From an optimization exercise on the open Yosys and OpenROAD flow, aimed at small area and a short achievable clock period; shortcuts taken in it are not production practice. The RTL was checked by simulation tests, not by an equivalence proof against the original design. Power and IR drop assume default switching activity.

==> flow/design.v <==
module fp_add (
  input  logic        clk,
  input  logic        rst,
  input  logic        in_vld,
  input  logic [31:0] a,
  input  logic [31:0] b,
  output logic        sum_vld,
  output logic [31:0] sum
);
  localparam bit CUT1 = 1;   
  localparam bit CUT2 = 1;   
  localparam bit CUT3 = 1;   
  localparam bit CUT4 = 1;   
  localparam bit CUT5 = 1;   
  function automatic logic lt32(input logic [31:0] xa, input logic [31:0] ya);
    logic [31:0] g, e;
    integer w, i;
    g = ~xa & ya;
    e = ~(xa ^ ya);
    for (w = 1; w < 32; w = w * 2)
      for (i = 0; i + w < 32; i = i + 2 * w) begin
        g[i] = g[i + w] | (e[i + w] & g[i]);
        e[i] = e[i + w] & e[i];
      end
    lt32 = g[0];
  endfunction
  function automatic logic [24:0] psum25(input logic [24:0] gi, input logic [24:0] pi,
                                         input logic ci);
    logic [25:0] g, p;
    integer w, i;
    g = {gi, ci};
    p = {pi, 1'b0};
    for (w = 1; w < 26; w = w * 2)
      for (i = 25; i >= 0; i--)
        if ((i / w) % 2 == 1) begin
          g[i] = g[i] | (p[i] & g[(i / w) * w - 1]);
          p[i] = p[i] & p[(i / w) * w - 1];
        end
    psum25 = pi ^ g[24:0];
  endfunction
  logic        swap, sub, ls;
  logic [31:0] x, y;
  logic [8:0]  dab, dba;
  logic [7:0]  dd;
  assign dab  = {1'b0, a[30:23]} - {1'b0, b[30:23]};
  assign dba  = {1'b0, b[30:23]} - {1'b0, a[30:23]};
  assign swap = dab[8];
  assign x    = swap ? b : a;
  assign y    = swap ? a : b;
  assign dd   = swap ? dba[7:0] : dab[7:0];
  assign sub  = a[31] ^ b[31];
  assign ls   = sub & (a[30:23] == b[30:23]) & lt32({9'd0, a[22:0]}, {9'd0, b[22:0]});
  logic        v1, s1, sub1, ls1, far1;
  logic [7:0]  e1;
  logic [22:0] mx1, my1;
  logic [4:0]  d1;
  if (CUT1) begin : g_cut1
    always_ff @(posedge clk) begin
      if (rst) v1 <= 1'b0;
      else     v1 <= in_vld;
      s1   <= ls ? b[31] : x[31];
      e1   <= x[30:23];
      mx1  <= x[22:0];
      my1  <= y[22:0];
      d1   <= dd[4:0];
      far1 <= dd[7:5] != 3'd0;
      sub1 <= sub;
      ls1  <= ls;
    end
  end else begin : g_nocut1
    assign v1   = in_vld;
    assign s1   = ls ? b[31] : x[31];
    assign e1   = x[30:23];
    assign mx1  = x[22:0];
    assign my1  = y[22:0];
    assign d1   = dd[4:0];
    assign far1 = dd[7:5] != 3'd0;
    assign sub1 = sub;
    assign ls1  = ls;
  end
  logic [23:0] ys;
  logic [24:0] xo, yo, gg, pp;
  assign ys = far1 ? 24'd0 : ({1'b1, my1} >> d1);
  assign xo = {2'b01, mx1} ^ {25{ls1}};
  assign yo = {1'b0, ys} ^ {25{sub1 & ~ls1}};
  assign gg = xo & yo;
  assign pp = xo ^ yo;
  logic        v2, s2, c2;
  logic [7:0]  e2;
  logic [24:0] g2, p2;
  if (CUT2) begin : g_cut2
    always_ff @(posedge clk) begin
      if (rst) v2 <= 1'b0;
      else     v2 <= v1;
      s2 <= s1;
      e2 <= e1;
      g2 <= gg;
      p2 <= pp;
      c2 <= sub1;
    end
  end else begin : g_nocut2
    assign v2 = v1;
    assign s2 = s1;
    assign e2 = e1;
    assign g2 = gg;
    assign p2 = pp;
    assign c2 = sub1;
  end
  logic [24:0] u;
  assign u = psum25(g2, p2, c2);
  logic        v3, s3;
  logic [7:0]  e3;
  logic [24:0] u3;
  if (CUT3) begin : g_cut3
    always_ff @(posedge clk) begin
      if (rst) v3 <= 1'b0;
      else     v3 <= v2;
      s3 <= s2;
      e3 <= e2;
      u3 <= u;
    end
  end else begin : g_nocut3
    assign v3 = v2;
    assign s3 = s2;
    assign e3 = e2;
    assign u3 = u;
  end
  logic [24:0] n1, n2, n3;
  logic [2:0]  lzh;
  assign lzh[2] = u3[24:9] == 16'd0;
  assign n1     = lzh[2] ? {u3[8:0], 16'd0} : u3;
  assign lzh[1] = n1[24:17] == 8'd0;
  assign n2     = lzh[1] ? {n1[16:0], 8'd0} : n1;
  assign lzh[0] = n2[24:21] == 4'd0;
  assign n3     = lzh[0] ? {n2[20:0], 4'd0} : n2;
  logic        v4, s4;
  logic [7:0]  e4;
  logic [2:0]  lzh4;
  logic [24:0] n34;
  if (CUT4) begin : g_cut4
    always_ff @(posedge clk) begin
      if (rst) v4 <= 1'b0;
      else     v4 <= v3;
      s4  <= s3;
      e4   <= e3 + 8'd1;
      lzh4 <= lzh;
      n34  <= n3;
    end
  end else begin : g_nocut4
    assign v4  = v3;
    assign s4  = s3;
    assign e4   = e3 + 8'd1;
    assign lzh4 = lzh;
    assign n34  = n3;
  end
  logic [24:0] n4, n5;
  logic [1:0]  lzl;
  assign lzl[1] = n34[24:23] == 2'd0;
  assign n4     = lzl[1] ? {n34[22:0], 2'd0} : n34;
  assign lzl[0] = !n4[24];
  assign n5     = lzl[0] ? {n4[23:0], 1'b0} : n4;
  logic        nz;
  logic [31:0] res;
  assign nz  = n5[24];
  assign res = {s4 & nz, (e4 - {3'd0, lzh4, lzl}) & {8{nz}}, n5[23:1]};
  if (CUT5) begin : g_cut5
    always_ff @(posedge clk) begin
      if (rst) sum_vld <= 1'b0;
      else     sum_vld <= v4;
      sum <= res;
    end
  end else begin : g_nocut5
    assign sum_vld = v4;
    assign sum     = res;
  end
endmodule
==> flow/flow/run.sh <==
#!/bin/bash
# The standard layout, with the ports buffered by the smallest plain buffer
# (buf_1) instead of the delay buffer ORFS picks by default.
set -euo pipefail
bash standard.sh BUFFER_PORTS_ARGS="-buffer_cell sky130_fd_sc_hd__buf_1" finish > standard.log 2>&1
==> flow/standard.sh <==
#!/bin/bash
# synth_recipe.tcl (not shown) runs the flow's synth.tcl, then flattens the netlist and writes it again
# the make line also repeats each setting of config.mk as NAME=value (left out here)
make -C /OpenROAD-flow-scripts/flow DESIGN_CONFIG=/design/flow/config.mk WORK_HOME=/design/flow/orfs CLKGATE_MAP_FILE= SYNTH_SCRIPT=/design/flow/synth_recipe.tcl "${@:-finish}"
==> flow/config.mk <==
export PLATFORM = sky130hd
export DESIGN_NAME = fp_add
export DESIGN_NICKNAME = fp_add
export VERILOG_FILES = /design/flow/design.v
export SDC_FILE = /design/flow/constraint.sdc
export NUM_CORES = 4
export LEC_CHECK = 0
export CAP_MARGIN = 20
export CORE_MARGIN = 2
export CORE_UTILIZATION = 40
export PLACE_DENSITY = 0.6
export SETUP_SLACK_MARGIN = 0.7
export SLEW_MARGIN = 20
==> flow/constraint.sdc <==
create_clock -name core_clock -period 3.5 [get_ports {clk}]
set_input_delay 0.7000 -clock core_clock [delete_from_list [all_inputs] [get_ports {clk}]]
set_output_delay 0.7000 -clock core_clock [all_outputs]
set_load 0.01 [all_outputs]
==> impl_metrics.toml, run 1 <==
[run_status]
status = "complete, no violations"

[logic_synthesis]
yosysUniqueCellTypes = 61
muxShareOfSynthArea_pct = 14.2
synth_top_area_share_pct = 43.9
async_reset_ff_share_pct = 0
synth_top_cell_by_area = "dfxtp_1"
synthXorXnorAreaFrac_pct = 6.68
avgSynthCellArea_um2 = 10.3
synth_top_family_by_area = "multiplexers"
synthCells = 1015
ys.warnings.count = 1
synth-main-ff-cell = "dfxtp_1"
synth_compound_area_share_pct = 12.0
synth_edf_count = 0
synth_fa_ha_area_share_pct = 9.17
synth_area_leaders = "dfxtp_1, ha_1, mux2i_1, mux4_2, mux2_2"
netlist_area_um2 = 10500
synth_seq_area_share_pct = 43.9
synth_simple_gate_area_share_pct = 10.0
synth_nets = 1157
synth-seq-cells = 230

[clocking]
clockRootBuffer = "clkbuf_16"
cts_made_buffers = 25
clk_path_buf_depth = 3
path_clk_slew_ns = 0.06
holdBufCountCts = 0
clk_latency_ns = 0.52
htreeDepth = 1
cts.sinks = 230
cts_setup_buffers = 0
cts_tree = "built"

[timing]
final_max_slew_viol_count = 0
tns_ns = 0
fmax_ghz = 0.380
tightestPinTransition_ns = 1.01
worst_slack_ns = 0.870
max-slew-margin-rel_pct = 32.9
skew_ns = 0.0161
setup_viol = 0
fin_crit_sh_pct = 75.1
rsz0062_at_grt = "true"
hold_viol = 0
fin_crit_ns = 2.63

[route]
ant_nets = 0
wl_per_cell_um = 13.6
firstDrtPassIters = 5
vias_per_cell = 4.89
wl_um = 19800
vias = 7127
drc = 0
drtIter0Drc = 336

[floorplanning]
fp.coreArea_um2 = 25900
die_y_um = 166
io_pins = 100
die_w_um = 166
initial_core_util_pct = 40.5
rows = 59
fp.dieArea_um2 = 27500

[finish]
nets = 1248
finalNonFillerCells = 1457
drive_above_1_share_pct = 11.5
n_antenna_cell = 0
layout_common_cells = "dfxtp_1, buf_1, ha_1"
nFillCells = 2434
layout_commonest_cell = "dfxtp_1"
area_delta_synth_final_pct = 15.1

[placement]
numPlacedInstances = 1414
gp_congestion = 0.910
post-place-ws_ns = 0.329
hpwl_um = 15300
io_buffers = 99

[global_route]
busiest_layer = "met2"
met3_usage_pct = 2.48
grt.met1_usage_pct = 18.6
grtUsageMet2_pct = 22.9
gr-usage-all-layers_pct = 13.9
grt_pass1_wl_um = 32400
antenna_found_initial = 0
grt_pass1_vias = 6716
grt_max_degree = 76
grt_overflow = 0

[worst_setup_path]
startpoint_type = "primary input"
cp-startpoint = "a[28]"
cp_max_fo = 25
crit_type = "primary input to register"
slowest_delay_ns = 0.38
crit_buf_inv = 2
critical_path_required_ns = 3.95
endpoint_kind = "register"
reg2regPathDepth = 6
crit_family = "compound AO/OA/AOI/OAI gates"
crit_cells = 11
cp_slowest_cell = "o21a_4"
cp_common_cell = "a21o_1"
regToRegStartpoint = "u3[17]"
cp_cell_sequence = "buf_1, inv_1, ha_1, a21o_1, a21o_1, a21oi_1, o21a_4, mux2i_1, a221o_1, a221oi_1, xnor2_1"
critical_path_arrival_ns = 3.08

[power_and_ir_drop]
internal-power_w = 0.00640
p_comb_share_pct = 27.0
p_per_area_nw_per_um2 = 774
clkPwrFrac_pct = 29.3
vdd_drop_max_v = 0.000444
p_switching_w = 0.00294
power_frac_seq_pct = 43.7
p_leak_nw = 5.17
sw_frac_of_total_pct = 31.5
p_total_w = 0.00934

[min_path]
hold_class = "register to register"
min_path_cells = 0
worstHoldStart = "e2[4]"

[run]
max-cap-violations = 0
state kept, by name, indices dropped and copies added, names as in the netlist, 23 cells and up:
register  count
u3           25
sum          32
n34          25
g2           24
my1          23
p2           25
mx1          23
kinds of logic after synthesis:
kind of cell,count (synthesis)
flops,230
simple gates,214
compound gates,195
mux,116
buf+inv,105
xor+xnor,80
fa+ha+maj,75
Yosys cell counts, drive strengths merged, types with 2 or more instances:
| cell type | number |
|---|---|
| a21o | 26 |
| nand4 | 7 |
| a22oi | 8 |
| mux2i | 58 |
| and4 | 4 |
| or2 | 4 |
| inv | 63 |
| and2 | 6 |
| or3 | 4 |
| a31oi | 4 |
| nor3b | 2 |
| nor4 | 5 |
| dfxtp | 230 |
| mux2 | 36 |
| xor2 | 39 |
| nor3 | 9 |
| a211oi | 5 |
| a21oi | 56 |
| o21a | 4 |
| clkbuf | 21 |
| a221oi | 9 |
| ha | 72 |
| nand3 | 7 |
| fa | 3 |
| a21boi | 3 |
| o211ai | 9 |
| o2111ai | 2 |
| o21ai | 56 |
| mux4 | 22 |
| or4 | 5 |
| xnor2 | 41 |
| nand2 | 69 |
| o221ai | 6 |
| nand2b | 9 |
| nor2b | 18 |
| and3 | 5 |
| buf | 21 |
| nor2 | 58 |
through the flow:
| stage | cell area, um2 | util [%] | hold WS, ns |
|---|---|---|---|
| finish | 12100 | 46.6 | 0.325 |
| CTS | 12000 | 46.5 | 0.325 |
| global placement | 11200 | 43.1 | 0.311 |
| detailed placement | 11200 | 43.1 | 0.312 |
| floorplan | 10500 | - | 0.310 |
| global route | 12100 | 46.6 | 0.330 |
worst reg2reg max path, cell delays in order, from the launching register on:
cell and delay [ns]:
dfxtp_1 0.30, or4_1 0.64, or2_2 0.44, a21oi_4 0.26, mux2_4 0.34, mux2_2 0.25, mux2_2 0.27
timing repair:
item,4_1_cts,5_1_grt
resized for setup,1,5
setup endpoints to repair,10,12
pin swaps,0,1
final cells by class:
| cell class | count | area, um2 | share of cell area (%) |
|---|---|---|---|
| clock inverters | 9 | 154 | 1.28 |
| inverters | 63 | 239 | 1.98 |
| flip-flops and latches | 230 | 4610 | 38.2 |
| repair buffers | 106 | 440 | 3.65 |
| clock buffers | 34 | 729 | 6.04 |
| multi-input cells | 680 | 5480 | 45.4 |
| well taps | 335 | 419 | 3.47 |
power groups by stage:
stage | Combinational, W | Sequential [W] | Clock, W
floorplan | 0.00195 | 0.00394 | 0
global placement | 0.00250 | 0.00413 | 0
detailed placement | 0.00253 | 0.00414 | 0
CTS | 0.00255 | 0.00408 | 0.00281
global route | 0.00284 | 0.00418 | 0.00291
finish | 0.00252 | 0.00408 | 0.00274
final timing paths:
path             end  slack, ns
max reg2reg  n34[12]       0.87
max            d1[3]       0.87
min            e3[4]       0.33
min reg2reg    e3[4]       0.33
layer usage:
layer	share of wire, %	wire length [um]	vias to the layer above
met5	0	0	-
met4	2.5	490	0
met3	4.6	907	39
met2	45	8910	161
met1	48	9500	3191
li1	-	-	3736
==> inputs of run 2 (changes only) <==
--- a/flow/config.mk
+++ b/flow/config.mk
@@ -10,2 +10,4 @@
 export CORE_UTILIZATION = 40
+export CTS_CLUSTER_DIAMETER = 80
+export CTS_CLUSTER_SIZE = 30
 export PLACE_DENSITY = 0.6
==> run 2 against run 1 <==
  * Register-to-register slack barely moved
  * Flip-flop and latch count did not move
  * First-iteration DRC count fell by 4.8%
  * Clock skew rose by 0.0079 ns
  * Total power fell by 11%
==> impl_metrics.toml, run 2 <==
[run_status]
status = "complete, no violations"

[timing]
rsz0062_at_grt = "true"
fmax_ghz = 0.378
worst_slack_ns = 0.853
fin_crit_sh_pct = 75.6
final_max_slew_viol_count = 0
hold_viol = 0
skew_ns = 0.0240
fin_crit_ns = 2.65
max-slew-margin-rel_pct = 32.8
tightestPinTransition_ns = 1.01
setup_viol = 0
tns_ns = 0

[logic_synthesis]
async_reset_ff_share_pct = 0
synth_edf_count = 0
synth_top_cell_by_area = "dfxtp_1"
synth.most_common_cell = "dfxtp_1"
synthCells = 1015
netlist_area_um2 = 10500
synth-seq-cells = 230
synth_seq_area_share_pct = 43.9
synth_top_area_share_pct = 43.9
avgSynthCellArea_um2 = 10.3
ys.warnings.count = 1
synth_nets = 1157
yosysUniqueCellTypes = 61
synth-main-ff-cell = "dfxtp_1"
synth_common_cells = "dfxtp_1, ha_1, nand2_1"
synth_area_leaders = "dfxtp_1, ha_1, mux2i_1, mux4_2, mux2_2"

[finish]
n_antenna_cell = 0
layout_commonest_cell = "dfxtp_1"
area_delta_synth_final_pct = 11.4
drive_above_1_share_pct = 10.1
largest_reg_flops = 32
final_cell_area_um2 = 11700
finalNonFillerCells = 1438
layout_common_cells = "dfxtp_1, buf_1, ha_1"
largest_register = "sum"
nets = 1238

[route]
ant_nets = 0
drc = 0
drtIter0Drc = 320
wl_per_cell_um = 13.6
vias = 7016
vias_per_cell = 4.88
wl_um = 19500
firstDrtPassIters = 4

[worst_setup_path]
cp_slowest_cell = "ha_1"
critical_path_required_ns = 3.90
cp_cell_sequence = "buf_1, inv_1, ha_1, a21o_1, a21o_1, a21oi_1, o21a_4, mux2i_1, a221o_1, a221oi_1, xnor2_1"
cp_max_fo = 13
critical_path_arrival_ns = 3.05
slowest_delay_ns = 0.36
crit_type = "primary input to register"
cp_common_cell = "a21o_1"
startpoint_type = "primary input"
endpoint_kind = "register"

[placement]
io_buffers = 99
numPlacedInstances = 1414
hpwl_um = 15300
place_area_um2 = 11200
gp_congestion = 0.910
post-place-ws_ns = 0.329

[clocking]
htreeDepth = 1
cts_tree = "built"
cts_made_buffers = 14
path_clk_slew_ns = 0.10
clk_path_buf_depth = 3
holdBufCountCts = 0
cts_setup_buffers = 0
clockRootBuffer = "clkbuf_16"
cts.sinks = 230
clk_latency_ns = 0.49

[min_path]
hold_class = "register to register"

[global_route]
gr-usage-all-layers_pct = 13.7
grt_overflow = 0
grt_pass1_wl_um = 32000
grt_pass1_vias = 6581
grt_max_degree = 76
antenna_found_initial = 0

[power_and_ir_drop]
p_switching_w = 0.00286
sw_frac_of_total_pct = 34.2
p_per_area_nw_per_um2 = 714
p_comb_share_pct = 30.2
vdd_drop_max_v = 0.000535
clkPwrFrac_pct = 21.0
internal-power_w = 0.00548
power_frac_seq_pct = 48.8
p_leak_nw = 4.97

[floorplanning]
io_pins = 100
die_y_um = 166
initial_core_util_pct = 40.5
die_w_um = 166
fp.coreArea_um2 = 25900
fp.dieArea_um2 = 27500
rows = 59

[run]
max-cap-violations = 0
## run 2: cell count changes in the layout (fill, tap and decap cells not counted)
cell and change:
clkinv_8 +2, bufinv_16 -4, clkinv_2 -2, clkbuf_8 -7, clkinv_16 +1, clkbuf_1 -1, o21a_2 +1, clkinv_4 +1
inv_8 +1, clkinvlp_4 -1, clkbuf_16 -10
## run 2: metal layers
layer / track usage (%) / part of all wire, % / wire length [um] / vias up
met4: 3.52 / 1.8 / 346 / 0
met5: 0 / 0 / 0 / -
li1: - / - / - / 3698
met1: 18.8 / 48 / 9430 / 3151
met2: 22.6 / 45 / 8870 / 143
met3: 2.36 / 4.6 / 898 / 24
## run 2: final timing paths
kind / slack [ns] / from / endpoint / depth (start not counted)
worst max register to register: 0.88 / u3[17] / n34[12] / 6
worst max-delay path: 0.85 / a[28] / d1[3] / 11
worst min register to register: 0.33 / e1[3] / e2[3] / 0
worst min-delay path: 0.33 / e1[3] / e2[3] / 0
## run 2: layout make-up
type                       count  area, um2
fill                        2464      14200
clock buffer                  16        379
multi-input combinational    681       5490
tap                          335        419
sequential                   230       4610
inverter                      63        239
clock inverter                 7       98.8
timing repair buffer         106        440
## run 2: stage by stage
stage	hold WS [ns]	power [W]	utilization, %
2_1_floorplan	0.310	0.00589	-
6_report	0.329	0.00834	45.0
3_5_place_dp	0.312	0.00667	43.1
5_1_grt	0.334	0.00893	45.0
3_3_place_gp	0.311	0.00663	43.1
4_1_cts	0.335	0.00844	44.9
## run 2: critical path: cells and delay by family
kind | cells | cell delay [ns]
XOR/XNOR | 1 | 0.15
AO/OA/AOI/OAI | 6 | 1.59
buffers and inverters | 2 | 0.15
adder cells (fa/ha/maj) | 1 | 0.36
multiplexers | 1 | 0.11
## run 2: power groups by stage
| stage | Sequential (W) | Combinational [W] | Clock [W] |
|---|---|---|---|
| after floorplan | 0.00394 | 0.00195 | 0 |
| after global placement | 0.00413 | 0.00250 | 0 |
| after detailed placement | 0.00414 | 0.00253 | 0 |
| after CTS | 0.00407 | 0.00254 | 0.00182 |
| after global routing | 0.00417 | 0.00284 | 0.00191 |
| final | 0.00407 | 0.00252 | 0.00175 |
## run 2: logic make-up (layout without fill, tap and decap cells)
kind of cell / Yosys count / after routing / share of synthesized area [%]
buffers and inverters: 105 / 192 / 4.07
XOR/XNOR: 80 / 80 / 6.68
flip-flops: 230 / 230 / 43.9
adder cells (fa/ha/maj): 75 / 75 / 9.17
AND/OR/NAND/NOR: 214 / 214 / 10.0
multiplexers: 116 / 116 / 14.2
AO/OA/AOI/OAI: 195 / 196 / 12.0
## run 2: timing repair
action / in CTS / in global routing
resized for setup: 1 / 5
cloned: 0 / 1
setup endpoints to repair: 11 / 13
==> inputs of run 3 (changes only) <==
--- a/flow/config.mk
+++ b/flow/config.mk
@@ -13,3 +13,4 @@
 export PLACE_DENSITY = 0.6
-export SETUP_SLACK_MARGIN = 0.7
+export SETUP_SLACK_MARGIN = 1.0
 export SLEW_MARGIN = 20
+export TNS_END_PERCENT = 50
==> run 3 against run 2 <==
  * Clock power increased by 7%
  * Critical path depth decreased by 2
  * Global-route usage increased by 0.34 points
  * Register-to-register slack improved by 0.20 ns
  * Combinational power increased by 6%
  * Core utilization increased by 1.6 points
  * Final cell count increased by 1.7%
  * Clock skew decreased by 0.0061 ns
  * Synthesized cell count unchanged
  * Critical endpoint is now p2[4]
  * Largest power group unchanged
==> impl_metrics.toml, run 3 <==
[run_status]
status = "complete, no violations"

[finish]
layout_common_cells = "dfxtp_1, buf_1, ha_1"
nFillCells = 2479
drive_above_1_share_pct = 14.2
largest_reg_flops = 32
layout_commonest_cell = "dfxtp_1"
n_antenna_cell = 0
final_cell_area_um2 = 12100
fin_util_pct = 46.6
regArea_um2 = 4610
finalNonFillerCells = 1463
multi_input_area_um2 = 5620
nets = 1262
largest_register = "sum"
area_delta_synth_final_pct = 15.2

[power_and_ir_drop]
internal-power_w = 0.00567
power_frac_seq_pct = 47.2
clkPwrFrac_pct = 21.8
sw_frac_of_total_pct = 34.4
p_per_area_nw_per_um2 = 716
p_switching_w = 0.00298
p_comb_share_pct = 31.0
vdd_drop_max_v = 0.000494
p_leak_nw = 5.15

[timing]
final_max_slew_viol_count = 0
fmax_ghz = 0.414
rsz0062_at_grt = "true"
fin_crit_sh_pct = 69.0
tns_ns = 0
hold_viol = 0
skew_ns = 0.0179
tightestPinTransition_ns = 0.989
max-slew-margin-rel_pct = 34.0
fin_crit_ns = 2.42
setup_viol = 0

[min_path]
min_to = "e2[1]"
worstHoldStart = "e1[1]"
min_path_cells = 0
hold_class = "register to register"

[clocking]
htreeDepth = 1
path_clk_slew_ns = 0.10
clockRootBuffer = "clkbuf_16"
cts_made_buffers = 14
clk_latency_ns = 0.49
cts_tree = "built"
clk_path_buf_depth = 3
cts.sinks = 230

[route]
firstDrtPassIters = 5
vias = 7133
wl_per_cell_um = 13.8
vias_per_cell = 4.88
drc = 0
ant_nets = 0
wl_um = 20200
drtIter0Drc = 325

[logic_synthesis]
synth-seq-cells = 230
netlist_area_um2 = 10500
synth_common_cells = "dfxtp_1, ha_1, nand2_1"
synthCells = 1015
avgSynthCellArea_um2 = 10.3
synth_area_leaders = "dfxtp_1, ha_1, mux2i_1, mux4_2, mux2_2"
synth-main-ff-cell = "dfxtp_1"
synth_top_area_share_pct = 43.9
synth.most_common_cell = "dfxtp_1"
async_reset_ff_share_pct = 0
synth_edf_count = 0
synth_seq_area_share_pct = 43.9
ys.warnings.count = 1
yosysUniqueCellTypes = 61
synth_nets = 1157
synth_top_cell_by_area = "dfxtp_1"

[global_route]
grt_pass1_vias = 6637
gr-usage-all-layers_pct = 14.1
grt_overflow = 0
grt_pass1_wl_um = 32800
grt_max_degree = 71
antenna_found_initial = 0

[worst_setup_path]
critical_path_required_ns = 3.89
cp_cell_sequence = "buf_12, mux4_2, mux2_2, nand2_1, o21ai_1, a21oi_1, nor2_2, xnor2_2, ha_1"
reg2reg_slack_ns = 1.08
slowest_delay_ns = 0.52
timing.rr.end = "p2[4]"
critical_path_arrival_ns = 2.81
crit_type = "register to register"
reg2regPathDepth = 9
cp_slowest_cell = "mux4_2"
crit_buf_inv = 1
startpoint_type = "register"
crit_family = "multiplexers"
cp_max_fo = 7
regToRegStartpoint = "d1[0]"
endpoint_kind = "register"

[floorplanning]
fp.coreArea_um2 = 25900
fp.dieArea_um2 = 27500
io_pins = 100
initial_core_util_pct = 40.5
rows = 59
die_w_um = 166
die_y_um = 166

[placement]
io_buffers = 99
place_area_um2 = 11200
gp_congestion = 0.894
numPlacedInstances = 1416
hpwl_um = 15400

[run]
max-cap-violations = 0
## run 3: cell counts after synthesis
Identical to the previous run, type by type.
## run 3: stage by stage
step | total power (W) | hold WS [ns] | setup WS, ns
2_1_floorplan | 0.00591 | 0.310 | 0.880
3_3_place_gp | 0.00666 | 0.312 | 0.434
3_5_place_dp | 0.00669 | 0.312 | 0.389
4_1_cts | 0.00861 | 0.328 | 0.928
5_1_grt | 0.00925 | 0.341 | 0.925
6_report | 0.00864 | 0.329 | 1.08
## run 3: cells by family after synthesis
kind of cell,after synthesis,synth area share [%]
XOR/XNOR,80,6.68
flip-flops,230,43.9
adder cells (fa/ha/maj),75,9.17
multiplexers,116,14.2
buffers and inverters,105,4.07
AND/OR/NAND/NOR,214,10.0
AO/OA/AOI/OAI,195,12.0
## run 3: cell type report
type / instances / area share, %
Clock buffer: 15 / 3.11
Tap cell: 335 / 3.47
Timing Repair Buffer: 129 / 5.45
Clock inverter: 9 / 1.15
Multi-Input combinational cell: 682 / 46.5
Sequential cell: 230 / 38.2
Inverter: 63 / 2.08
## run 3: power groups by stage
stage	registers (W)	clock network, W	logic, W
2_1_floorplan	0.00394	0	0.00197
5_1_grt	0.00417	0.00205	0.00302
3_3_place_gp	0.00412	0	0.00254
4_1_cts	0.00407	0.00195	0.00260
3_5_place_dp	0.00413	0	0.00256
6_report	0.00408	0.00188	0.00268
## run 3: timing repair
action	CTS	global route
endpoints found under the hold margin	0	0
gates resized for setup	12	23
setup buffers	2	17
setup endpoints to repair	35	31
pin swaps	2	17
cloned	0	4
hold buffers	0	0
## run 3: per-layer routing
| metal | wire length, um | vias up | global-route usage [%] |
|---|---|---|---|
| met3 | 918 | 34 | 2.36 |
| met5 | 0 | - | 0 |
| li1 | - | 3756 | - |
| met1 | 9780 | 3169 | 19.6 |
| met4 | 486 | 0 | 4.35 |
| met2 | 9020 | 174 | 22.4 |
## run 3: worst max-delay path by stage
stage | start | to | cells after the start
after floorplan | a[23] | d1[3] | 12
after global placement | a[23] | far1 | 12
after detailed placement | a[23] | far1 | 12
after CTS | c2 | u3[24] | 9
after global routing | c2 | u3[24] | 9
final | d1[0] | p2[4] | 9
==> inputs of run 4 (changes only) <==
--- a/flow/config.mk
+++ b/flow/config.mk
@@ -9,8 +9,7 @@
 export CORE_MARGIN = 2
-export CORE_UTILIZATION = 40
+export CORE_UTILIZATION = 60
 export CTS_CLUSTER_DIAMETER = 80
 export CTS_CLUSTER_SIZE = 30
-export PLACE_DENSITY = 0.6
+export PLACE_DENSITY = 0.75
 export SETUP_SLACK_MARGIN = 1.0
 export SLEW_MARGIN = 20
-export TNS_END_PERCENT = 50
==> run 4 against run 3 <==
  * Still clean
  * Sequential power is essentially flat
  * Wire length is 2.2% lower
  * Cell area shrank 2.7%
  * Critical path depth increased by 1
  * Critical path type unchanged
==> impl_metrics.toml, run 4 <==
[route]
wl_um = 19800
ant_nets = 0
vias = 7366
vias_per_cell = 5.49
drtIter0Drc = 349
drc = 0
firstDrtPassIters = 4
wl_per_cell_um = 14.7

[clocking]
clk_path_buf_depth = 3
cts_made_buffers = 12
clockRootBuffer = "clkbuf_16"
cts_tree = "built"
holdBufCountCts = 0
htreeDepth = 1
cts.sinks = 230
clk_latency_ns = 0.47
path_clk_slew_ns = 0.10

[power_and_ir_drop]
p_leak_nw = 5.06
vdd_drop_max_v = 0.000397
p_per_area_nw_per_um2 = 703

[worst_setup_path]
slowest_delay_ns = 0.51
crit_family = "multiplexers"
cp_slowest_cell = "mux4_2"
cp_common_cell = "buf_12"
reg2reg_slack_ns = 1.03
critical_path_required_ns = 3.86
startpoint_type = "register"
critical_path_arrival_ns = 2.83
timing.rr.end = "p2[1]"
regToRegStartpoint = "d1[0]"
crit_buf_inv = 2
cp_max_fo = 8
reg2regPathDepth = 10
endpoint_kind = "register"
cp_cell_sequence = "buf_12, buf_12, mux4_2, mux2_4, nand2_2, o21ai_1, a21oi_1, nor2_1, xnor2_1, ha_1"
crit_type = "register to register"

[finish]
n_antenna_cell = 0
fin_util_pct = 68.4
layout_common_cells = "dfxtp_1, buf_1, ha_1"
largest_reg_flops = 32
layout_commonest_cell = "dfxtp_1"
largest_register = "sum"
area_delta_synth_final_pct = 12.1
nets = 1255
drive_above_1_share_pct = 13.1

[timing]
fin_crit_ns = 2.47
tns_ns = 0
rsz0062_at_grt = "true"
worst_slack_ns = 1.03
max-slew-margin-rel_pct = 31.2
tightestPinTransition_ns = 1.03
fin_crit_sh_pct = 70.5
skew_ns = 0.0114
hold_viol = 0
final_max_slew_viol_count = 0
setup_viol = 0
fmax_ghz = 0.405

[floorplanning]
die_w_um = 136
rows = 48
fp.dieArea_um2 = 18500
die_y_um = 136
fp.coreArea_um2 = 17200
io_pins = 100
initial_core_util_pct = 61.0

[placement]
hpwl_um = 14700
post-place-ws_ns = 0.447
io_buffers = 99
gp_congestion = 0.933

[logic_synthesis]
synth_top_area_share_pct = 43.9
synth-main-ff-cell = "dfxtp_1"
synth_compound_area_share_pct = 12.0
synthCells = 1015
synth_top_family_by_area = "multiplexers"
avgSynthCellArea_um2 = 10.3
synth_top_cell_by_area = "dfxtp_1"
synth_area_leaders = "dfxtp_1, ha_1, mux2i_1, mux4_2, mux2_2"
synth-seq-cells = 230
synth.most_common_cell = "dfxtp_1"
synth_seq_area_share_pct = 43.9
netlist_area_um2 = 10500
muxShareOfSynthArea_pct = 14.2
async_reset_ff_share_pct = 0
yosysUniqueCellTypes = 61
synthXorXnorAreaFrac_pct = 6.68
synth_fa_ha_area_share_pct = 9.17
synth_common_cells = "dfxtp_1, ha_1, nand2_1"
synth_edf_count = 0
synth_simple_gate_area_share_pct = 10.0
ys.warnings.count = 1
synth_nets = 1157

[min_path]
worstHoldStart = "e2[7]"
min_to = "e3[7]"
min_path_cells = 0
hold_class = "register to register"

[global_route]
grt_overflow = 0
grt.met1_usage_pct = 27.5
grt_pass1_wl_um = 32000
grt_max_degree = 81
busiest_layer = "met2"
grtUsageMet2_pct = 36.7
gr-usage-all-layers_pct = 21.1
antenna_found_initial = 0
met3_usage_pct = 2.80
grt_pass1_vias = 6798

[run_status]
status = "complete, no violations"

[run]
max-cap-violations = 0
==> run 4: cell counts after synthesis <==
No cell type changed its count.
==> run 4: layout make-up <==
| cell class | count | area [um2] |
|---|---|---|
| Inverter | 63 | 251 |
| Sequential cell | 230 | 4610 |
| Tap cell | 225 | 282 |
| Multi-Input combinational cell | 681 | 5590 |
| Timing Repair Buffer | 125 | 631 |
| Clock buffer | 13 | 325 |
| Clock inverter | 5 | 57.6 |
| Fill cell | 1392 | 5420 |
==> run 4: worst max path at each step <==
stage	to	start	depth (start not counted)
5_1_grt	p2[1]	d1[0]	10
3_3_place_gp	d1[3]	a[23]	12
6_report	p2[1]	d1[0]	10
2_1_floorplan	d1[3]	a[23]	12
3_5_place_dp	d1[3]	a[23]	12
4_1_cts	u3[14]	c2	10
==> run 4: power breakdown <==
group,internal [W],switching [W]
Combinational,0.00130,0.00134
Clock,0.000701,0.000833
Sequential,0.00343,0.000655
Total,0.00543,0.00283
==> run 4: stage by stage <==
step,area [um2],total power [W],instances,hold slack (ns)
after floorplan,10600,0.00591,1015,0.310
after detailed placement,11100,0.00664,1305,0.312
after CTS,11600,0.00821,1326,0.326
after global routing,11800,0.00882,1342,0.329
final,11800,0.00826,1342,0.326
after global placement,11100,0.00657,1305,0.312
==> run 4: cell families (layout without fill, tap and decap cells) <==
| group | count (synthesis) | count (layout) |
|---|---|---|
| AND/OR/NAND/NOR | 214 | 214 |
| buffers and inverters | 105 | 206 |
| AO/OA/AOI/OAI | 195 | 196 |
| flip-flops | 230 | 230 |
| adder cells (fa/ha/maj) | 75 | 75 |
| XOR/XNOR | 80 | 80 |
| multiplexers | 116 | 116 |
==> run 4: worst register-to-register path, stage by stage, from the launching register on <==
cell and delay [ns]:
dfxtp_4 0.38, buf_12 0.14, buf_12 0.14, mux4_2 0.52, mux2_4 0.30, nand2_2 0.07, o21ai_1 0.08, a21oi_1 0.17
nor2_1 0.07, xnor2_1 0.25, ha_1 0.28
==> run 4: layer usage <==
layer,vias to the layer above,part of all wire (%),routed length [um]
met1,3407,46,9040
li1,3748,-,-
met5,-,0,0
met4,0,2.3,462
met3,44,3.5,700
met2,167,48,9560
==> run 4: repair_timing <==
| action | in CTS | in global routing |
|---|---|---|
| resized for setup | 17 | 14 |
| gates cloned | 1 | 1 |
| pin swaps | 2 | 23 |
| setup buffers | 2 | 15 |
| endpoints found under the setup margin | 46 | 19 |
==> inputs of run 5 (changes only) <==
--- a/flow/config.mk
+++ b/flow/config.mk
@@ -7,8 +7,9 @@
 export LEC_CHECK = 0
+export ABC_AREA = 1
 export CAP_MARGIN = 20
 export CORE_MARGIN = 2
-export CORE_UTILIZATION = 60
+export CORE_UTILIZATION = 40
 export CTS_CLUSTER_DIAMETER = 80
 export CTS_CLUSTER_SIZE = 30
-export PLACE_DENSITY = 0.75
+export PLACE_DENSITY = 0.6
 export SETUP_SLACK_MARGIN = 1.0
==> run 5 against run 4 <==
  * Highest routed layer unchanged
  * Via count rose by 13%
  * Total power rose by 3.3%
  * Synthesized cell count rose by 35%
  * Sequential share of layout area fell by 0.67 points
  * Cell area rose by 1.7%
  * Wire length rose by 9.7%
  * Clock power rose by 15%
  * Non-clock buffer count fell by 16
  * Sequential power fell by 4%
  * Register-to-register slack improved by 0.18 ns
  * Clock skew rose by 0.0012 ns
  * Die area rose by 52%
==> impl_metrics.toml, run 5 <==
[clocking]
clockRootBuffer = "clkbuf_16"
path_clk_slew_ns = 0.09
cts_tree = "built"
cts_made_buffers = 14
clk_path_buf_depth = 3
htreeDepth = 1
cts.sinks = 230
clk_latency_ns = 0.48

[worst_setup_path]
crit_family = "adder cells"
regToRegStartpoint = "d1[0]"
crit_type = "primary input to register"
cp_cell_sequence = "buf_1, inv_1, ha_1, fa_1, o21ai_1, nand2_1, nand2_4, buf_6, nand2_1, o21ai_1, xor2_1, nand4_1"
reg2reg_slack_ns = 1.21
critical_path_required_ns = 3.87
crit_buf_inv = 3
cp_slowest_cell = "fa_1"
timing.rr.end = "p2[7]"
endpoint = "far1"
cp-startpoint = "a[23]"
slowest_delay_ns = 0.44
crit_cells = 12
startpoint_type = "primary input"
reg2regPathDepth = 11
cp_max_fo = 15
endpoint_kind = "register"
critical_path_arrival_ns = 2.69

[timing]
rsz0062_at_grt = "false"
final_max_slew_viol_count = 0
skew_ns = 0.0126
hold_viol = 0
tns_ns = 0
setup_viol = 0
fin_crit_ns = 2.32
max-slew-margin-rel_pct = 68.8
fin_crit_sh_pct = 66.3
fmax_ghz = 0.431
tightestPinTransition_ns = 0.467
worst_slack_ns = 1.18

[floorplanning]
initial_core_util_pct = 40.3
rows = 60
io_pins = 100
fp.coreArea_um2 = 26700
die_w_um = 168
die_y_um = 168
fp.dieArea_um2 = 28300

[logic_synthesis]
synth_common_cells = "nand2_1, dfxtp_1, inv_1"
synth.most_common_cell = "nand2_1"
synth_top_area_share_pct = 42.8
synth_seq_area_share_pct = 42.8
async_reset_ff_share_pct = 0
synth_area_leaders = "dfxtp_1, nand2_1, ha_1, xor2_1, o21ai_0"
synth-seq-cells = 230
ys.warnings.count = 1
synth_nets = 1513
avgSynthCellArea_um2 = 7.85
synthCells = 1371
synth_top_cell_by_area = "dfxtp_1"
synth-main-ff-cell = "dfxtp_1"
yosysUniqueCellTypes = 44
netlist_area_um2 = 10800
synth_edf_count = 0

[finish]
largest_register = "sum"
area_delta_synth_final_pct = 10.9
layout_commonest_cell = "nand2_1"
n_antenna_cell = 0
layout_common_cells = "nand2_1, dfxtp_1, inv_1"
drive_above_1_share_pct = 4.82
nets = 1587
largest_reg_flops = 32

[global_route]
grt_max_degree = 51
gr-usage-all-layers_pct = 15.1
grt_overflow = 0
grt_pass1_wl_um = 35900
antenna_found_initial = 0
grt_pass1_vias = 7638

[run_status]
status = "complete, no violations"

[power_and_ir_drop]
internal-power_w = 0.00537
p_switching_w = 0.00316
sw_frac_of_total_pct = 37.0
vdd_drop_max_v = 0.000271
p_comb_share_pct = 33.6
clkPwrFrac_pct = 20.6
p_leak_nw = 5.70
power_frac_seq_pct = 45.8
p_per_area_nw_per_um2 = 714

[placement]
gp_congestion = 0.932
post-place-ws_ns = 0.492
hpwl_um = 17100
io_buffers = 99

[route]
drtIter0Drc = 322
ant_nets = 0
drc = 0
firstDrtPassIters = 5
vias = 8347
vias_per_cell = 4.66
wl_per_cell_um = 12.1
wl_um = 21700

[min_path]
min_path_cells = 0
hold_class = "register to register"

[run]
max-cap-violations = 0
[run 5: cell families after synthesis]
family          Yosys count  share of synthesized area, %
fa+ha+maj                75                          8.92
flops                   230                          42.8
buf+inv                 193                          7.12
simple gates            542                          21.3
mux                      24                          2.23
compound gates          234                          11.7
xor+xnor                 73                          5.94
[run 5: how the worst min path moves through the flow]
stage                  to  startpoint  slack [ns]
floorplan           e2[0]       e1[0]        0.31
global placement    e2[1]       e1[1]        0.31
detailed placement  e2[6]       e1[6]        0.31
CTS                 e2[6]       e1[6]        0.33
global route        e3[2]       e2[2]        0.34
finish              e3[5]       e2[5]        0.33
[run 5: what timing repair did]
item | CTS | global route
resized for setup | 3 | 10
pin swaps | 0 | 2
cloned | 1 | 3
hold buffers | 0 | 0
endpoints found under the setup margin | 6 | 85
buffers inserted | 0 | 2
[run 5: layout make-up]
type	instances	area, um2
clock buffer	17	403
multi-input combinational	950	5430
sequential	230	4610
fill	2724	14800
clock inverter	6	76.3
inverter	138	526
timing repair buffer	109	458
tap	341	427
timing repair inverter	2	12.5
[run 5: worst reg2reg max path, delay by kind of cell (launching register included)]
family,cells,cell delay [ns]
adders and majority gates,1,0.29
and+or+nand+nor,5,0.54
buffers and inverters,1,0.22
AOI/OAI and AO/OA,3,0.55
DFF,1,0.43
xor gates and xnor gates,1,0.16
[run 5: power groups by stage]
stage / clock [W] / combinational [W] / sequential [W]
after floorplan: 0 / 0.00214 / 0.00388
after global placement: 0 / 0.00279 / 0.00396
after detailed placement: 0 / 0.00281 / 0.00398
after CTS: 0.00183 / 0.00283 / 0.00391
after global routing: 0.00192 / 0.00332 / 0.00400
final: 0.00176 / 0.00286 / 0.00391
[run 5: per-stage QoR]
| stage | util [%] | instances | hold WS [ns] | power (W) | cell area [um2] |
|---|---|---|---|---|---|
| 2_1_floorplan | - | 1371 | 0.310 | 0.00602 | 10800 |
| 3_3_place_gp | 42.6 | 1764 | 0.313 | 0.00675 | 11400 |
| 3_5_place_dp | 42.6 | 1764 | 0.312 | 0.00679 | 11400 |
| 4_1_cts | 44.4 | 1788 | 0.335 | 0.00858 | 11900 |
| 5_1_grt | 44.7 | 1793 | 0.341 | 0.00924 | 11900 |
| 6_report | 44.7 | 1793 | 0.334 | 0.00853 | 11900 |
[run 5: routing by layer]
metal,up-vias,global-route usage [%],share of wire (%)
li1,4560,-,-
met3,31,2.07,3.5
met5,-,0,0
met2,169,25.8,47
met4,0,3.90,2.2
met1,3587,20.1,48
==> inputs of run 6 (changes only) <==
--- a/flow/config.mk
+++ b/flow/config.mk
@@ -7,3 +7,2 @@
 export LEC_CHECK = 0
-export ABC_AREA = 1
 export CAP_MARGIN = 20
==> run 6 against run 5 <==
  * Still clean
  * Final cell count is 19% lower
  * Clock-buffer cell count stayed put
  * Maximum frequency is 5.1% lower
  * Combinational power is 8.0% lower
  * Global-route usage is 0.96 points lower
  * Clock power is 3% higher
  * Largest power group unchanged
  * Highest routed layer unchanged
==> impl_metrics.toml, run 6 <==
[run_status]
status = "complete, no violations"

[finish]
largest_register = "sum"
nets = 1254
layout_commonest_cell = "dfxtp_1"
area_delta_synth_final_pct = 14.2
layout_common_cells = "dfxtp_1, buf_1, nand2_1, ha_1, inv_1"
largest_reg_flops = 32
n_antenna_cell = 0
drive_above_1_share_pct = 13.3
nFillCells = 2469

[global_route]
antenna_found_initial = 0
grt_max_degree = 74
grt_pass1_wl_um = 33000
grt_overflow = 0
grt_pass1_vias = 6719
gr-usage-all-layers_pct = 14.1

[power_and_ir_drop]
p_leak_nw = 5.11
vdd_drop_max_v = 0.000435
internal-power_w = 0.00560
clkPwrFrac_pct = 21.2
power_frac_seq_pct = 47.9
p_per_area_nw_per_um2 = 711
p_switching_w = 0.00291
p_comb_share_pct = 30.9
sw_frac_of_total_pct = 34.2

[floorplanning]
initial_core_util_pct = 40.5
fp.dieArea_um2 = 27500
die_y_um = 166
io_pins = 100
rows = 59
die_w_um = 166
fp.coreArea_um2 = 25900

[timing]
setup_viol = 0
max-slew-margin-rel_pct = 37.9
tightestPinTransition_ns = 0.924
final_max_slew_viol_count = 0
hold_viol = 0
skew_ns = 0.0371
fin_crit_sh_pct = 69.9
tns_ns = 0
rsz0062_at_grt = "true"
fmax_ghz = 0.409
fin_crit_ns = 2.45
holdWs_ns = 0.326

[min_path]
hold_class = "register to register"

[logic_synthesis]
synth_top_area_share_pct = 43.9
synth_top_family_by_area = "multiplexers"
ys.warnings.count = 1
synth.most_common_cell = "dfxtp_1"
yosysUniqueCellTypes = 61
synth_fa_ha_area_share_pct = 9.17
synth_common_cells = "dfxtp_1, ha_1, nand2_1"
synth-seq-cells = 230
synth_compound_area_share_pct = 12.0
avgSynthCellArea_um2 = 10.3
async_reset_ff_share_pct = 0
synth_simple_gate_area_share_pct = 10.0
synthCells = 1015
synth_area_leaders = "dfxtp_1, ha_1, mux2i_1, mux4_2, mux2_2"
synth-main-ff-cell = "dfxtp_1"
muxShareOfSynthArea_pct = 14.2
netlist_area_um2 = 10500
synth_top_cell_by_area = "dfxtp_1"
synth_seq_area_share_pct = 43.9
synth_nets = 1157
synth_edf_count = 0
synthXorXnorAreaFrac_pct = 6.68

[route]
wl_um = 20100
firstDrtPassIters = 5
vias_per_cell = 4.90
drtIter0Drc = 415
vias = 7119
ant_nets = 0
drc = 0
wl_per_cell_um = 13.8

[placement]
gp_congestion = 0.893
hpwl_um = 15300
io_buffers = 99

[clocking]
clk_path_buf_depth = 3
htreeDepth = 1
clk_latency_ns = 0.51
path_clk_slew_ns = 0.10
cts_tree = "built"
cts_made_buffers = 14
clockRootBuffer = "clkbuf_16"
cts.sinks = 230
holdBufCountCts = 0

[worst_setup_path]
cp_max_fo = 14
critical_path_arrival_ns = 2.84
startpoint_type = "register"
critical_path_required_ns = 3.89
crit_type = "register to register"
endpoint_kind = "register"

[run]
max-cap-violations = 0
-- run 6: routing by layer --
metal / routed length, um / track usage (%) / share of wire (%) / vias to the layer above
met2: 9190 / 23.6 / 46 / 155
met3: 813 / 2.38 / 4.0 / 29
met5: 0 / 0 / 0 / -
met1: 9650 / 19.0 / 48 / 3208
li1: - / - / - / 3727
met4: 450 / 3.78 / 2.2 / 0
-- run 6: power groups by stage --
stage | Combinational, W | Sequential, W | Clock [W]
3_5_place_dp | 0.00255 | 0.00413 | 0
5_1_grt | 0.00296 | 0.00417 | 0.00197
3_3_place_gp | 0.00252 | 0.00412 | 0
2_1_floorplan | 0.00198 | 0.00394 | 0
6_report | 0.00263 | 0.00407 | 0.00181
4_1_cts | 0.00260 | 0.00407 | 0.00188
-- run 6: logic make-up (layout without fill, tap and decap cells) --
| kind of cell | after synthesis | in the layout |
|---|---|---|
| flip-flops | 230 | 230 |
| AND/OR/NAND/NOR | 214 | 214 |
| AO/OA/AOI/OAI | 195 | 196 |
| multiplexers | 116 | 116 |
| buffers and inverters | 105 | 208 |
| XOR/XNOR | 80 | 80 |
| adder cells (fa/ha/maj) | 75 | 75 |
-- run 6: layout make-up --
type | instances | area (um2) | area share, %
Clock buffer | 17 | 403 | 3.37
Clock inverter | 6 | 90.1 | 0.753
Inverter | 63 | 251 | 2.10
Multi-Input combinational cell | 681 | 5560 | 46.5
Sequential cell | 230 | 4610 | 38.6
Tap cell | 335 | 419 | 3.50
Timing Repair Buffer | 122 | 626 | 5.23
-- run 6: timing repair --
| action | CTS | global route |
|---|---|---|
| gates resized for setup | 15 | 8 |
| endpoints found under the setup margin | 34 | 32 |
| buffers inserted | 2 | 11 |
| pin swaps | 4 | 9 |
| gates cloned | 1 | 2 |
-- run 6: stage by stage --
stage                     cells  power, W  setup WS [ns]  area, um2  util (%)
after CTS                  1441   0.00855           1.00      11800      45.6
after detailed placement   1415   0.00668          0.430      11200      43.3
final                      1454   0.00851           1.05      12000      46.2
after global routing       1454   0.00910          0.969      12000      46.2
after floorplan            1015   0.00591          0.880      10600         -
after global placement     1415   0.00665          0.444      11200      43.3
-- run 6: worst max-delay path: stages (launching register included) --
cell and delay [ns]:
dfxtp_4 0.40, bufbuf_16 0.30, mux4_2 0.50, mux4_2 0.49
a21oi_2 0.15, nor2_1 0.06, xnor2_1 0.15, ha_1 0.30
-- run 6: path summary, 6_finish.rpt --
path / startpoint / endpoint / slack (ns) / cells past startpoint
worst max-delay path: d1[0] / p2[2] / 1.05 / 7
worst min register to register: e2[4] / e3[4] / 0.33 / 0
worst min-delay path: e2[4] / e3[4] / 0.33 / 0
worst max register to register: d1[0] / p2[2] / 1.05 / 7
==> inputs of run 7 (changes only) <==
--- a/flow/config.mk
+++ b/flow/config.mk
@@ -13,3 +13,3 @@
 export PLACE_DENSITY = 0.6
-export SETUP_SLACK_MARGIN = 1.0
+export SETUP_SLACK_MARGIN = 1.3
 export SLEW_MARGIN = 20
==> run 7 against run 6 <==
  * Still clean
  * Maximum frequency increased by 3.3%
  * Die area unchanged
  * Area after synthesis unchanged
  * Worst setup slack improved by 0.078 ns
  * Final cell count increased by 3.3%
  * First-iteration DRC count decreased by 24%
  * Total power increased by 5.4%
  * Clock skew decreased by 0.0083 ns
  * Sequential power increased by 2%
  * Critical path type unchanged
  * Largest cell class unchanged
  * Highest routed layer unchanged
==> impl_metrics.toml, run 7 <==
[clocking]
clockRootBuffer = "clkbuf_16"
holdBufCountCts = 0
cts_tree = "built"
clk_latency_ns = 0.50
cts.sinks = 230
path_clk_slew_ns = 0.10
cts_made_buffers = 14
htreeDepth = 1
clk_path_buf_depth = 3

[worst_setup_path]
critical_path_arrival_ns = 2.76
critical_path_required_ns = 3.89
cp_max_fo = 7
endpoint_kind = "register"
crit_type = "register to register"
startpoint_type = "register"

[timing]
fin_crit_sh_pct = 67.6
setup_viol = 0
skew_ns = 0.0288
rsz0062_at_grt = "true"
final_max_slew_viol_count = 0
fin_crit_ns = 2.37
hold_viol = 0
tns_ns = 0
fmax_ghz = 0.422
holdWs_ns = 0.329
tightestPinTransition_ns = 0.659
max-slew-margin-rel_pct = 56.1

[logic_synthesis]
synth_common_cells = "dfxtp_1, ha_1, nand2_1"
synth-main-ff-cell = "dfxtp_1"
synth.most_common_cell = "dfxtp_1"
synth_top_cell_by_area = "dfxtp_1"
avgSynthCellArea_um2 = 10.3
synth_nets = 1157
yosysUniqueCellTypes = 61
async_reset_ff_share_pct = 0
synthCells = 1015
ys.warnings.count = 1
netlist_area_um2 = 10500
synth_edf_count = 0
synth_top_area_share_pct = 43.9
synth_seq_area_share_pct = 43.9
synth_area_leaders = "dfxtp_1, ha_1, mux2i_1, mux4_2, mux2_2"
synth-seq-cells = 230

[placement]
hpwl_um = 15900
io_buffers = 99
gp_congestion = 0.885

[finish]
drive_above_1_share_pct = 23.0
layout_common_cells = "dfxtp_1, buf_1, nand2_1"
nFillCells = 2379
largest_register = "sum"
n_antenna_cell = 0
nets = 1301
regArea_um2 = 4630
largest_reg_flops = 32
multi_input_area_um2 = 6000
layout_commonest_cell = "dfxtp_1"
area_delta_synth_final_pct = 22.3

[floorplanning]
rows = 59
die_w_um = 166
initial_core_util_pct = 40.5
fp.dieArea_um2 = 27500
die_y_um = 166
io_pins = 100
fp.coreArea_um2 = 25900

[route]
ant_nets = 0
vias = 7477
vias_per_cell = 4.98
wl_per_cell_um = 14.9
drc = 0
drtIter0Drc = 317
wl_um = 22400
firstDrtPassIters = 5

[global_route]
grt_max_degree = 38
antenna_found_initial = 0
grt_overflow = 0
gr-usage-all-layers_pct = 15.5
grt_pass1_vias = 7237
grt_pass1_wl_um = 35800

[power_and_ir_drop]
internal-power_w = 0.00583
power_frac_seq_pct = 46.5
clkPwrFrac_pct = 19.7
p_comb_share_pct = 33.8
vdd_drop_max_v = 0.000464
p_switching_w = 0.00313
sw_frac_of_total_pct = 34.9
p_per_area_nw_per_um2 = 699
p_total_w = 0.00896
p_leak_nw = 5.42

[run_status]
status = "complete, no violations"

[min_path]
hold_class = "register to register"

[run]
max-cap-violations = 0
## run 7: metal layers
layer | global-route usage, % | share of wire (%)
met1 | 19.9 | 45
met2 | 26.8 | 47
met3 | 2.29 | 4.3
met4 | 5.41 | 3.5
met5 | 0 | 0
## run 7: area by class of cell
type                    instances  area share (%)
repair buffers                168            8.19
flip-flops and latches        230            36.1
inverters                      63            2.00
multi-input cells             682            46.8
well taps                     335            3.27
clock buffers                  17            3.06
clock inverters                 7           0.625
## run 7: cells by family after synthesis
logic type	synth area share, %
compound gates	12.0
xor+xnor	6.68
fa+ha+maj	9.17
buf+inv	4.07
flops	43.9
mux	14.2
simple gates	10.0
## run 7: power groups by stage
| stage | clock network [W] | logic (W) | registers [W] |
|---|---|---|---|
| after global placement | 0 | 0.00258 | 0.00416 |
| after global routing | 0.00193 | 0.00337 | 0.00427 |
| after CTS | 0.00184 | 0.00284 | 0.00412 |
| after floorplan | 0 | 0.00206 | 0.00394 |
| final | 0.00177 | 0.00303 | 0.00417 |
| after detailed placement | 0 | 0.00260 | 0.00417 |
## run 7: path summary, 6_finish.rpt
kind                            startpoint  endpoint  slack (ns)  cells after the start
worst max-delay path                 d1[0]     p2[2]        1.13                      7
worst min-delay path                 e2[1]     e3[1]        0.33                      0
worst min register to register       e2[1]     e3[1]        0.33                      0
worst max register to register       d1[0]     p2[2]        1.13                      7
## run 7: worst max-delay path, stage by stage, from the launching register on
cell,delay [ns]
dfxtp_4,0.42
buf_12,0.15
mux4_2,0.53
mux4_2,0.50
a21oi_2,0.16
nor2_1,0.07
xnor2_1,0.20
ha_1,0.25
## run 7: repair_timing
| action | in CTS | in global routing |
|---|---|---|
| gates resized for setup | 65 | 61 |
| endpoints found under the setup margin | 100 | 78 |
| setup buffers | 39 | 22 |
| cloned | 4 | 0 |
| pin swaps | 29 | 46 |
## run 7: per-stage QoR
stage / worst slack [ns] / util, % / instances / cell area (um2)
floorplan: 0.880 / - / 1015 / 10700
global placement: 0.450 / 43.6 / 1413 / 11300
detailed placement: 0.401 / 43.6 / 1413 / 11300
CTS: 1.10 / 47.7 / 1480 / 12400
global route: 1.07 / 49.5 / 1502 / 12800
finish: 1.13 / 49.5 / 1502 / 12800
==> inputs of run 8 (changes only) <==
--- a/flow/config.mk
+++ b/flow/config.mk
@@ -7,2 +7,3 @@
 export LEC_CHECK = 0
+export ABC_AREA = 1
 export CAP_MARGIN = 20
@@ -13,3 +14,3 @@
 export PLACE_DENSITY = 0.6
-export SETUP_SLACK_MARGIN = 1.3
+export SETUP_SLACK_MARGIN = 1.6
 export SLEW_MARGIN = 20
==> run 8 against run 7 <==
  * Still clean on timing, DRC and antenna
  * Critical path depth increased by 9
  * Total power rose by 8.0%
  * Non-clock buffer count is 15 higher
  * Core utilization grew 3.2 points
  * Worst hold slack got worse by 0.0026 ns
  * Wire length increased by 16%
  * Area after synthesis up 2.7%
  * Sequential share of layout area is 3.1 points lower
  * Sequential power shrank 4%
  * Maximum frequency is 7.0% higher
  * Final cell count increased by 25%
  * Global-route usage grew 1.2 points
  * Highest routed layer unchanged
==> impl_metrics.toml, run 8 <==
[finish]
nets = 1670
fin_util_pct = 52.7
n_antenna_cell = 0
layout_commonest_cell = "nand2_1"
layout_common_cells = "nand2_1, dfxtp_1, inv_1"
largest_register = "sum"
largest_reg_flops = 32
drive_above_1_share_pct = 24.7
finalNonFillerCells = 1876
area_delta_synth_final_pct = 30.8

[timing]
max-slew-margin-rel_pct = 68.0
skew_ns = 0.0224
fmax_ghz = 0.452
final_max_slew_viol_count = 0
fin_crit_ns = 2.21
rsz0062_at_grt = "true"
hold_viol = 0
setup_viol = 0
fin_crit_sh_pct = 63.2
tightestPinTransition_ns = 0.479
tns_ns = 0

[global_route]
antenna_found_initial = 0
grt_pass1_wl_um = 39500
grt_max_degree = 51
grt_pass1_vias = 8346
gr-usage-all-layers_pct = 16.7
grt_overflow = 0

[logic_synthesis]
synth_edf_count = 0
synth-main-ff-cell = "dfxtp_1"
synth_top_area_share_pct = 42.8
async_reset_ff_share_pct = 0
synth_top_cell_by_area = "dfxtp_1"
synth-seq-cells = 230
synth_nets = 1513
ys.warnings.count = 1
netlist_area_um2 = 10800
synth_area_leaders = "dfxtp_1, nand2_1, ha_1, xor2_1, o21ai_0"
synth_common_cells = "nand2_1, dfxtp_1, inv_1"
avgSynthCellArea_um2 = 7.85
yosysUniqueCellTypes = 44
synth.most_common_cell = "nand2_1"
synth_seq_area_share_pct = 42.8
synthCells = 1371

[floorplanning]
rows = 60
initial_core_util_pct = 40.3
fp.coreArea_um2 = 26700
fp.dieArea_um2 = 28300
die_w_um = 168
die_y_um = 168
io_pins = 100

[worst_setup_path]
crit_type = "register to register"
cp_max_fo = 12
endpoint_kind = "register"
critical_path_arrival_ns = 2.59
critical_path_required_ns = 3.88
startpoint_type = "register"

[clocking]
cts_tree = "built"
cts_made_buffers = 14
clockRootBuffer = "clkbuf_16"
path_clk_slew_ns = 0.10
holdBufCountCts = 0
clk_path_buf_depth = 3
clk_latency_ns = 0.49
htreeDepth = 1
cts.sinks = 230

[route]
firstDrtPassIters = 5
vias_per_cell = 4.87
drtIter0Drc = 488
vias = 9134
wl_per_cell_um = 13.9
wl_met2_um = 12900
dr_wl_met3_um = 1010
drc = 0
wl_met1_um = 11100
wl_um = 26000
ant_nets = 0
top_layer = "met4"

[placement]
numPlacedInstances = 1763
gp_congestion = 0.909
hpwl_um = 17500
io_buffers = 99

[power_and_ir_drop]
p_leak_nw = 6.40
p_total_w = 0.00968
vdd_drop_max_v = 0.000270
p_per_area_nw_per_um2 = 687

[min_path]
hold_class = "register to register"

[run_status]
status = "complete, no violations"

[run]
max-cap-violations = 0
run 8: changes by cell type in the layout (fill, tap and decap cells not counted), sizes merged, moves of 34 or more:
cell | before | now
inv | 66 | 134
nand2 | 69 | 369
nand3 | 7 | 74
mux2 | 36 | 0
o21ai | 56 | 139
mux2i | 58 | 24
run 8: worst max-delay path: stages (launching register included):
cell      delay [ns]
dfxtp_4         0.38
nor2_4          0.10
nand2_2         0.06
nor2_4          0.18
buf_6           0.13
buf_6           0.08
nand3b_1        0.14
nand2_2         0.13
nand2_2         0.07
nor2_4          0.10
buf_12          0.14
nand3_4         0.08
nand2_4         0.12
nor2_8          0.08
buf_12          0.15
nand3_1         0.09
nand2_1         0.07
run 8: cell families after synthesis:
logic type      Yosys count  synth area share, %
compound gates          234                 11.7
flops                   230                 42.8
xor+xnor                 73                 5.94
buf+inv                 193                 7.12
fa+ha+maj                75                 8.92
mux                      24                 2.23
simple gates            542                 21.3
run 8: path summary, 6_finish.rpt:
kind / start / slack (ns) / to / cells past startpoint
worst max-delay path: u3[14] / 1.29 / n34[12] / 16
worst min-delay path: e1[0] / 0.33 / e2[0] / 0
worst max register to register: u3[14] / 1.29 / n34[12] / 16
worst min register to register: e1[0] / 0.33 / e2[0] / 0
run 8: through the flow:
step / instance area (um2) / hold slack, ns / setup slack (ns)
global route: 14100 / 0.334 / 1.18
detailed placement: 11500 / 0.312 / 0.682
global placement: 11500 / 0.313 / 0.752
floorplan: 11000 / 0.310 / 1.41
finish: 14100 / 0.326 / 1.29
CTS: 12800 / 0.326 / 1.40
run 8: cell type report:
type / instances / area (um2)
Fill cell: 2488 / 12600
Multi-Input combinational cell: 955 / 6630
Sequential cell: 230 / 4650
Timing Repair Buffer: 183 / 1290
Inverter: 138 / 584
Tap cell: 341 / 427
Clock buffer: 19 / 400
Timing Repair inverter: 6 / 56.3
Clock inverter: 4 / 52.6
run 8: what timing repair did:
action	in CTS	in global routing
endpoints found under the hold margin	0	0
gates cloned	6	9
resized for setup	139	217
setup buffers	41	34
setup endpoints to repair	138	136
pin swaps	54	113
run 8: per-layer routing:
layer,vias to the layer above,global-route usage [%]
met5,-,0
li1,4731,-
met4,0,5.21
met1,4084,21.0
met3,73,2.09
met2,246,29.9
run 8: report_power, final:
part	total (W)	leakage (nW)	switching, W	internal, W
registers	0.00400	1.94	0.000539	0.00347
clock network	0.00172	0.217	0.000888	0.000836
logic	0.00395	4.25	0.00231	0.00164
total	0.00968	6.40	0.00374	0.00594
==> inputs of run 9 (changes only) <==
--- a/flow/config.mk
+++ b/flow/config.mk
@@ -14,3 +14,3 @@
 export PLACE_DENSITY = 0.6
-export SETUP_SLACK_MARGIN = 1.6
+export SETUP_SLACK_MARGIN = 1.4
 export SLEW_MARGIN = 20
==> run 9 against run 8 <==
  * Clock skew grew 0.0028 ns
  * Area after synthesis is the same
  * Cell area shrank 8.2%
  * Non-clock buffer count shrank 46
  * Clock-buffer cell count shrank 3
  * Critical endpoint is now n34[15]
  * Maximum frequency grew 3.3%
  * Final cell count shrank 2.5%
==> impl_metrics.toml, run 9 <==
[logic_synthesis]
synth_edf_count = 0
synth_area_leaders = "dfxtp_1, nand2_1, ha_1, xor2_1, o21ai_0"
synth_seq_area_share_pct = 42.8
yosysUniqueCellTypes = 44
synth-seq-cells = 230
synth_common_cells = "nand2_1, dfxtp_1, inv_1"
synth_top_cell_by_area = "dfxtp_1"
netlist_area_um2 = 10800
synth.most_common_cell = "nand2_1"
synth_nets = 1513
synth-main-ff-cell = "dfxtp_1"
async_reset_ff_share_pct = 0
avgSynthCellArea_um2 = 7.85
synth_top_area_share_pct = 42.8
synthCells = 1371
ys.warnings.count = 1

[route]
wl_um = 23800
firstDrtPassIters = 5
wl_per_cell_um = 13.0
drc = 0
vias_per_cell = 4.77
drtIter0Drc = 356
vias = 8723
ant_nets = 0

[worst_setup_path]
slowest_delay_ns = 0.37
critical_path_required_ns = 3.94
cp_slowest_cell = "dfxtp_4"
cp_cell_sequence = "nor2_4, nand2_2, nor2_4, buf_6, nand3b_1, nand2_2, nand2_2, nor2_4, nand2_4, o21ai_0, nand3_1, nand2_1"
crit_type = "register to register"
crit_buf_inv = 1
crit_family = "simple AND/OR/NAND/NOR gates"
critical_path_arrival_ns = 2.58
startpoint_type = "register"
endpoint_kind = "register"
cp_max_fo = 18

[clocking]
cts.sinks = 230
htreeDepth = 1
holdBufCountCts = 0
clk_latency_ns = 0.50
path_clk_slew_ns = 0.10
cts_tree = "built"
clk_path_buf_depth = 3
clockRootBuffer = "clkbuf_16"
cts_made_buffers = 15

[placement]
gp_congestion = 0.875
io_buffers = 99
hpwl_um = 17500
place_area_um2 = 11400

[power_and_ir_drop]
p_leak_nw = 6.04
p_per_area_nw_per_um2 = 724
vdd_drop_max_v = 0.000331

[timing]
max-slew-margin-rel_pct = 67.6
tns_ns = 0
skew_ns = 0.0252
fin_crit_ns = 2.14
rsz0062_at_grt = "true"
final_max_slew_viol_count = 0
fin_crit_sh_pct = 61.2
fmax_ghz = 0.467
setup_viol = 0
hold_viol = 0
tightestPinTransition_ns = 0.486

[floorplanning]
io_pins = 100
fp.dieArea_um2 = 28300
fp.coreArea_um2 = 26700
initial_core_util_pct = 40.3
rows = 60
die_w_um = 168
die_y_um = 168

[finish]
nFillCells = 2642
largest_reg_flops = 32
nets = 1621
n_antenna_cell = 0
layout_commonest_cell = "nand2_1"
final_cell_area_um2 = 12900
drive_above_1_share_pct = 13.4
layout_common_cells = "nand2_1, dfxtp_1, inv_1"
largest_register = "sum"
area_delta_synth_final_pct = 20.1

[global_route]
grt_pass1_wl_um = 37300
grt_overflow = 0
grt_max_degree = 55
grt_pass1_vias = 7967
gr-usage-all-layers_pct = 15.8
antenna_found_initial = 0

[run_status]
status = "complete, no violations"

[min_path]
hold_class = "register to register"

[run]
max-cap-violations = 0
[run 9: per-layer routing]
| layer | GRT usage, % | share of wire, % | up-vias |
|---|---|---|---|
| li1 | - | - | 4635 |
| met1 | 19.8 | 45 | 3853 |
| met2 | 28.3 | 49 | 187 |
| met3 | 2.14 | 3.5 | 48 |
| met4 | 5.10 | 3.2 | 0 |
| met5 | 0 | 0 | - |
[run 9: worst register-to-register path: cells and delay by family, from the launching register on]
family          cells  cell delay [ns]
simple gates       10             1.25
flops               1             0.37
buf+inv             1             0.14
compound gates      1             0.33
[run 9: report_power, final]
group / switching, W / internal [W]
Clock: 0.00102 / 0.00102
Combinational: 0.00204 / 0.00136
Sequential: 0.000482 / 0.00345
Total: 0.00353 / 0.00583
[run 9: worst paths after layout]
kind              cells past startpoint  slack [ns]    from      end
setup / recovery                     12        1.36  u3[13]  n34[15]
hold / removal                        0        0.32   e2[6]    e3[6]
setup reg to reg                     12        1.36  u3[13]  n34[15]
hold reg to reg                       0        0.32   e2[6]    e3[6]
[run 9: through the flow]
stage | hold WS, ns | util (%) | total power (W) | std cells | setup slack, ns
2_1_floorplan | 0.310 | - | 0.00604 | 1371 | 1.31
3_3_place_gp | 0.312 | 42.8 | 0.00680 | 1765 | 0.734
3_5_place_dp | 0.312 | 42.8 | 0.00682 | 1765 | 0.663
4_1_cts | 0.322 | 45.6 | 0.00902 | 1799 | 1.34
5_1_grt | 0.319 | 48.4 | 0.0101 | 1829 | 1.26
6_report | 0.324 | 48.4 | 0.00936 | 1829 | 1.36
[run 9: logic make-up (layout without fill, tap and decap cells)]
kind of cell | Yosys count | after routing | share of synthesized area (%)
DFF | 230 | 230 | 42.8
adders and majority gates | 75 | 75 | 8.92
AOI/OAI and AO/OA | 234 | 234 | 11.7
and+or+nand+nor | 542 | 547 | 21.3
buffers and inverters | 193 | 305 | 7.12
xor gates and xnor gates | 73 | 73 | 5.94
muxes | 24 | 24 | 2.23
[run 9: area by class of cell]
| cell class | count | area, um2 | area share (%) |
|---|---|---|---|
| multi-input combinational | 953 | 5880 | 45.5 |
| sequential | 230 | 4630 | 35.8 |
| timing repair buffer | 137 | 822 | 6.36 |
| inverter | 138 | 559 | 4.33 |
| tap | 341 | 427 | 3.30 |
| clock buffer | 16 | 379 | 2.93 |
| clock inverter | 10 | 199 | 1.54 |
| timing repair inverter | 4 | 37.5 | 0.290 |
[run 9: timing repair]
action	CTS	global route
endpoints found under the setup margin	122	112
gates cloned	5	8
pin swaps	4	50
buffers inserted	3	22
resized for setup	39	123

[afterwards: timing with drivers on the ports]
Ports are ideal in the flow. The routed layouts listed here were re-timed in OpenROAD. Step 1, drivers: a clkbuf_16 drives clk and a buf_2 each remaining input, both assumed. Step 2 adds t to the input delays and takes it off the output delays; t is the mean of the earliest and latest rising clock arrival at the registers after step 1. Input paths then give back, and output paths get back, about the clock's delay inside the block. Three values: ideal, step 1, step 2; two values: the first two.
run | t, ns | slack for setup (ns) | clock arrival spread, ns | worst register clock-pin slew, ns | worst data-port slew with drivers (ns)
run 1 | 0.558 | 0.870 / 0.872 / 0.335 | 0.020 / 0.019 | 0.06 / 0.06 | 0.04
run 2 | 0.526 | 0.853 / 0.874 / 0.348 | 0.028 / 0.028 | 0.11 / 0.11 | 0.04
run 3 | 0.533 | 1.085 / 1.085 / 0.599 | 0.024 / 0.024 | 0.10 / 0.10 | 0.04
run 4 | 0.510 | 1.031 / 1.031 / 0.593 | 0.014 / 0.014 | 0.10 / 0.10 | 0.04
run 5 | 0.520 | 1.179 / 1.205 / 0.685 | 0.017 / 0.017 | 0.09 / 0.09 | 0.04
run 6 | 0.530 | 1.054 / 1.054 / 0.628 | 0.048 / 0.048 | 0.11 / 0.11 | 0.03
run 7 | 0.530 | 1.133 / 1.130 / 0.599 | 0.031 / 0.031 | 0.11 / 0.11 | 0.06
run 8 | 0.526 | 1.288 / 1.288 / 1.108 | 0.023 / 0.023 | 0.10 / 0.10 | 0.06
run 9 | 0.539 | 1.359 / 1.359 / 1.037 | 0.025 / 0.026 | 0.10 / 0.10 | 0.04
After both steps setup and hold are still met in every run listed. For run 1, which loses most, drivers alone change the setup slack by +0.002 ns; drivers and shift together by -0.535 ns.
